This is an optimization exercise on Yosys and OpenROAD, whose aim is small area, a short achievable clock period and few clock cycles, not a production implementation.
Where RTL was checked, it was by simulation tests only, not by an equivalence proof against the original.
Power figures rest on the tool's default switching activity, not on a simulated workload.

job 101:
==> module Core, before the edit <==
module Core (
    clk,
    rst,
    init_PC,
    imem_addr,
    imem_rdata,
    dmem_addr,
    dmem_we,
    dmem_wdata,
    dmem_rdata,
    halted
);
input clk;
input rst;
input [7:0] init_PC;
output [7:0] imem_addr;
input [11:0] imem_rdata;
output [7:0] dmem_addr;
output dmem_we;
output [7:0] dmem_wdata;
input [7:0] dmem_rdata;
output reg halted;
reg [7:0] sa;        
reg fv;              
reg kill;            
reg [3:0] op;        
reg [7:0] imm;
reg jres;            
reg stall;           
reg pend;            
reg z, n;
reg [3:0] cnt;       
reg [7:0] s0, s1;
reg [7:0] below;     
reg e_push;          
reg e_pushi;         
reg e_ld;            
reg e_pop;           
reg e_st;
reg e_alu;
reg e_sub;
reg e_jmp, e_jz, e_jn;   
wire ex_taken = e_jmp | (e_jz & z) | (e_jn & n);
assign imem_addr = sa;
assign dmem_addr = imm;
assign dmem_we = e_st;
assign dmem_wdata = s0;
wire [3:0] rop = imem_rdata[11:8];
wire r_halt = rop[3];
wire r_jmp = (rop == 4'd3);
wire r_jz = (rop == 4'd4);
wire r_jn = (rop == 4'd5);
wire capture = fv & ~kill & ~halted & ~stall & ~ex_taken;
wire early_ok = capture & e_pushi;
wire early_res = early_ok & (r_jmp | r_jz | r_jn);
wire early_taken = early_ok & (r_jmp | (r_jz & z) | (r_jn & n));
wire [3:0] nop = stall ? op : rop;
wire nv = stall | (capture & ~r_halt);
wire njres = stall ? jres : early_res;
wire n_uses = (nop[3:1] != 3'b000);
wire n_stall = e_ld & nv & n_uses;
wire ngo = nv & ~n_stall;
wire n_full = e_push ? (cnt == 4'd7) : ((e_pop | e_alu) ? 1'b0 : cnt[3]);
wire [7:0] alu_b = e_sub ? ~s1 : s1;
wire [7:0] alu_r = s0 + alu_b + {7'd0, e_sub};
wire [7:0] cz = {s0[6:0] | s1[6:0], 1'b0};
wire z_add = &((s0 ^ s1) ~^ cz);
wire z_sub = (s0 == s1);
always @(posedge clk) begin
    if (rst) begin
        sa <= init_PC;
        fv <= 1'b0;
        kill <= 1'b0;
        stall <= 1'b0;
        pend <= 1'b0;
        halted <= 1'b0;
        z <= 1'b0;
        n <= 1'b0;
        cnt <= 4'd0;
        s0 <= 8'd0;
        s1 <= 8'd0;
        e_push <= 1'b0;
        e_pushi <= 1'b0;
        e_ld <= 1'b0;
        e_pop <= 1'b0;
        e_st <= 1'b0;
        e_alu <= 1'b0;
        e_jmp <= 1'b0;
        e_jz <= 1'b0;
        e_jn <= 1'b0;
    end else begin
        fv <= 1'b1;
        kill <= ex_taken | early_taken;
        if (ex_taken)
            sa <= s0;
        else if (early_taken)
            sa <= imm;
        else if (!n_stall)
            sa <= sa + 8'd1;
        if (!stall) begin
            op <= rop;
            imm <= imem_rdata[7:0];
            jres <= early_res;
        end
        if (capture & r_halt)
            halted <= 1'b1;
        stall <= n_stall;
        pend <= e_ld;
        e_push <= ngo & (nop[3:1] == 3'b000) & ~n_full;
        e_pushi <= ngo & (nop == 4'd0) & ~n_full;
        e_ld <= ngo & (nop == 4'd1) & ~n_full;
        e_pop <= ngo & ((nop[3:1] == 3'b001) | (nop[3:1] == 3'b010));
        e_st <= ngo & (nop == 4'd2);
        e_alu <= ngo & (nop[3:1] == 3'b011);
        e_jmp <= ngo & ~njres & (nop == 4'd3);
        e_jz <= ngo & ~njres & (nop == 4'd4);
        e_jn <= ngo & ~njres & (nop == 4'd5);
        if (e_push)
            cnt <= cnt + 4'd1;
        else if (e_pop & (cnt != 4'd0))
            cnt <= cnt - 4'd1;
        else if (e_alu & (cnt != 4'd1))
            cnt <= (cnt == 4'd0) ? 4'd1 : cnt - 4'd1;
        if (e_pushi)
            s0 <= imm;
        else if (e_pop)
            s0 <= s1;
        else if (e_alu)
            s0 <= alu_r;
        else if (pend)
            s0 <= dmem_rdata;
        if (e_push)
            s1 <= pend ? dmem_rdata : s0;
        else if (e_pop | e_alu)
            s1 <= below;
        if (e_alu) begin
            z <= e_sub ? z_sub : z_add;
            n <= alu_r[7];
        end
    end
end
always @(posedge clk)
    e_sub <= (nop == 4'd7);
reg [7:0] f0, f1, f2, f3, f4, f5;
always @(posedge clk) begin
    if (e_push) begin
        case (cnt)
            4'd2: f0 <= s1;
            4'd3: f1 <= s1;
            4'd4: f2 <= s1;
            4'd5: f3 <= s1;
            4'd6: f4 <= s1;
            4'd7: f5 <= s1;
            default: ;
        endcase
    end
end
always @(*) begin
    case (cnt)
        4'd3: below = f0;
        4'd4: below = f1;
        4'd5: below = f2;
        4'd6: below = f3;
        4'd7: below = f4;
        4'd8: below = f5;
        default: below = 8'd0;
    endcase
end
endmodule
Settings: LEC_CHECK=0, ABC_CLOCK_PERIOD_IN_PS=2500, CAP_MARGIN=20, CORE_MARGIN=2, CORE_UTILIZATION=40, SETUP_SLACK_MARGIN=1.5, SLEW_MARGIN=20; clock period 4.0 ns.
run.sh (not shown) runs the stock make flow with config.mk's settings and CLKGATE_MAP_FILE= SYNTH_SCRIPT=/design/flow/synth_recipe.tcl, a recipe that flattens the netlist after the stock synthesis.
The following lists how job 102 was set up differently from job 101:
-- flow/design.v --
<<< job 101, line 22
output reg halted;
reg [7:0] sa;        
reg fv;              
reg kill;            
reg [3:0] op;        
reg [7:0] imm;
reg jres;            
reg stall;           
reg pend;            
>>> job 102, line 22
output reg halted;
reg [7:0] sa;        
reg kill;            
reg [3:0] op;        
reg [7:0] imm;
reg stall;           
reg pend;            
<<< job 101, line 33
reg [7:0] s0, s1;
reg [7:0] below;     
reg e_push;          
reg e_pushi;         
reg e_ld;            
>>> job 102, line 31
reg [7:0] s0, s1;
reg [7:0] below;     
reg e_pushi;         
reg e_ld;            
<<< job 101, line 41
reg e_sub;
reg e_jmp, e_jz, e_jn;   
wire ex_taken = e_jmp | (e_jz & z) | (e_jn & n);
assign imem_addr = sa;
>>> job 102, line 38
reg e_sub;
reg e_jmp, e_jz, e_jn;   
wire e_push = e_pushi | e_ld;    
wire ex_taken = e_jmp | (e_jz & z) | (e_jn & n);
assign imem_addr = sa;
<<< job 101, line 51
wire r_jz = (rop == 4'd4);
wire r_jn = (rop == 4'd5);
wire capture = fv & ~kill & ~halted & ~stall & ~ex_taken;
wire early_ok = capture & e_pushi;
wire early_res = early_ok & (r_jmp | r_jz | r_jn);
wire early_taken = early_ok & (r_jmp | (r_jz & z) | (r_jn & n));
wire [3:0] nop = stall ? op : rop;
wire nv = stall | (capture & ~r_halt);
wire njres = stall ? jres : early_res;
wire n_uses = (nop[3:1] != 3'b000);
wire n_stall = e_ld & nv & n_uses;
wire ngo = nv & ~n_stall;
wire n_full = e_push ? (cnt == 4'd7) : ((e_pop | e_alu) ? 1'b0 : cnt[3]);
wire [7:0] alu_b = e_sub ? ~s1 : s1;
wire [7:0] alu_r = s0 + alu_b + {7'd0, e_sub};
>>> job 102, line 49
wire r_jz = (rop == 4'd4);
wire r_jn = (rop == 4'd5);
wire capture = ~kill & ~halted & ~stall & ~ex_taken;
wire early_res = e_pushi & (r_jmp | r_jz | r_jn);
wire early_taken = e_pushi & (r_jmp | (r_jz & z) | (r_jn & n));
wire [3:0] nop = stall ? op : rop;
wire nv = stall | (capture & ~r_halt);
wire njres = ~stall & early_res;    
wire n_stall = e_ld & ~r_halt & (rop[3:1] != 3'b000);
wire ngo = nv & ~n_stall;
wire n_full = e_push ? (cnt == 4'd7) : ((e_pop | e_alu) ? 1'b0 : cnt[3]);
wire [7:0] sa_inc = sa + 8'd1;
wire [7:0] alu_b = e_sub ? ~s1 : s1;
wire [7:0] alu_r = s0 + alu_b + {7'd0, e_sub};
<<< job 101, line 70
    if (rst) begin
        sa <= init_PC;
        fv <= 1'b0;
        kill <= 1'b0;
        stall <= 1'b0;
        pend <= 1'b0;
>>> job 102, line 67
    if (rst) begin
        sa <= init_PC;
        kill <= 1'b1;
        stall <= 1'b0;
        pend <= 1'b0;
<<< job 101, line 80
        s0 <= 8'd0;
        s1 <= 8'd0;
        e_push <= 1'b0;
        e_pushi <= 1'b0;
        e_ld <= 1'b0;
>>> job 102, line 76
        s0 <= 8'd0;
        s1 <= 8'd0;
        e_pushi <= 1'b0;
        e_ld <= 1'b0;
<<< job 101, line 90
        e_jn <= 1'b0;
    end else begin
        fv <= 1'b1;
        kill <= ex_taken | early_taken;
        if (ex_taken)
            sa <= s0;
        else if (early_taken)
            sa <= imm;
        else if (!n_stall)
            sa <= sa + 8'd1;
        if (!stall) begin
            op <= rop;
            imm <= imem_rdata[7:0];
            jres <= early_res;
        end
        if (capture & r_halt)
>>> job 102, line 85
        e_jn <= 1'b0;
    end else begin
        kill <= ex_taken | early_taken;
        sa <= ({8{ex_taken}} & s0) | ({8{early_taken}} & imm) |
              ({8{n_stall}} & sa) | ({8{~(ex_taken | early_taken | n_stall)}} & sa_inc);
        if (!stall) begin
            op <= rop;
            imm <= imem_rdata[7:0];
        end
        if (capture & r_halt)
<<< job 101, line 107
        stall <= n_stall;
        pend <= e_ld;
        e_push <= ngo & (nop[3:1] == 3'b000) & ~n_full;
        e_pushi <= ngo & (nop == 4'd0) & ~n_full;
        e_ld <= ngo & (nop == 4'd1) & ~n_full;
>>> job 102, line 96
        stall <= n_stall;
        pend <= e_ld;
        e_pushi <= ngo & (nop == 4'd0) & ~n_full;
        e_ld <= ngo & (nop == 4'd1) & ~n_full;
==> run notes <==
Compare job 102 and job 101 | routed wire length higher: job 101
Final HPWL from detailed placement grows slightly when moving from job 101 to job 102.
On synthesized cell count, job 102 and job 101 are neck and neck.
Combinational cell fraction of total power is higher on job 101
Comparing job 102 and job 101, the higher non-clock buffer count is on job 101.
Between job 102 and job 101, the final non-filler cell total is lower for job 102.
Job 101 has higher fraction of the yosys area taken by sequential cells than job 102.
Testbench counts of job 102, summed over its fixed seeds: cycles 39,427.
Function not checked in job 101: the RTL went through the layout flow alone.

[re-timing with driven ports]
The results above use ideal ports. As a check the final layouts listed here were re-extracted and re-timed, cells and wires unchanged.
Step 1, drivers: a clkbuf_16 drives clk and a buf_2 each remaining input, both assumed.
Step 2 times the ports against the registers' clock, not the clock port: input delays grow and output delays shrink by t, the midpoint of the rising clock arrivals with the driver on.
a / b / c = ideal ports / drivers / drivers and shift; a / b = the first two.
| run | t (ns) | slack for setup (ns) | worst setup path at the end | clock arrival spread, ns | slew at the worst register clock pin (ns) |
|---|---|---|---|---|---|
| job 101 | 0.387 | 1.650 / 1.650 / 1.289 | input to register | 0.010 / 0.011 | 0.07 / 0.07 |
| job 102 | 0.389 | 1.650 / 1.655 / 1.281 | input to register | 0.009 / 0.009 | 0.08 / 0.08 |
After both steps every run listed still meets setup and hold. For job 102, which loses most, drivers alone change the setup slack by +0.005 ns; drivers and shift together by -0.369 ns.
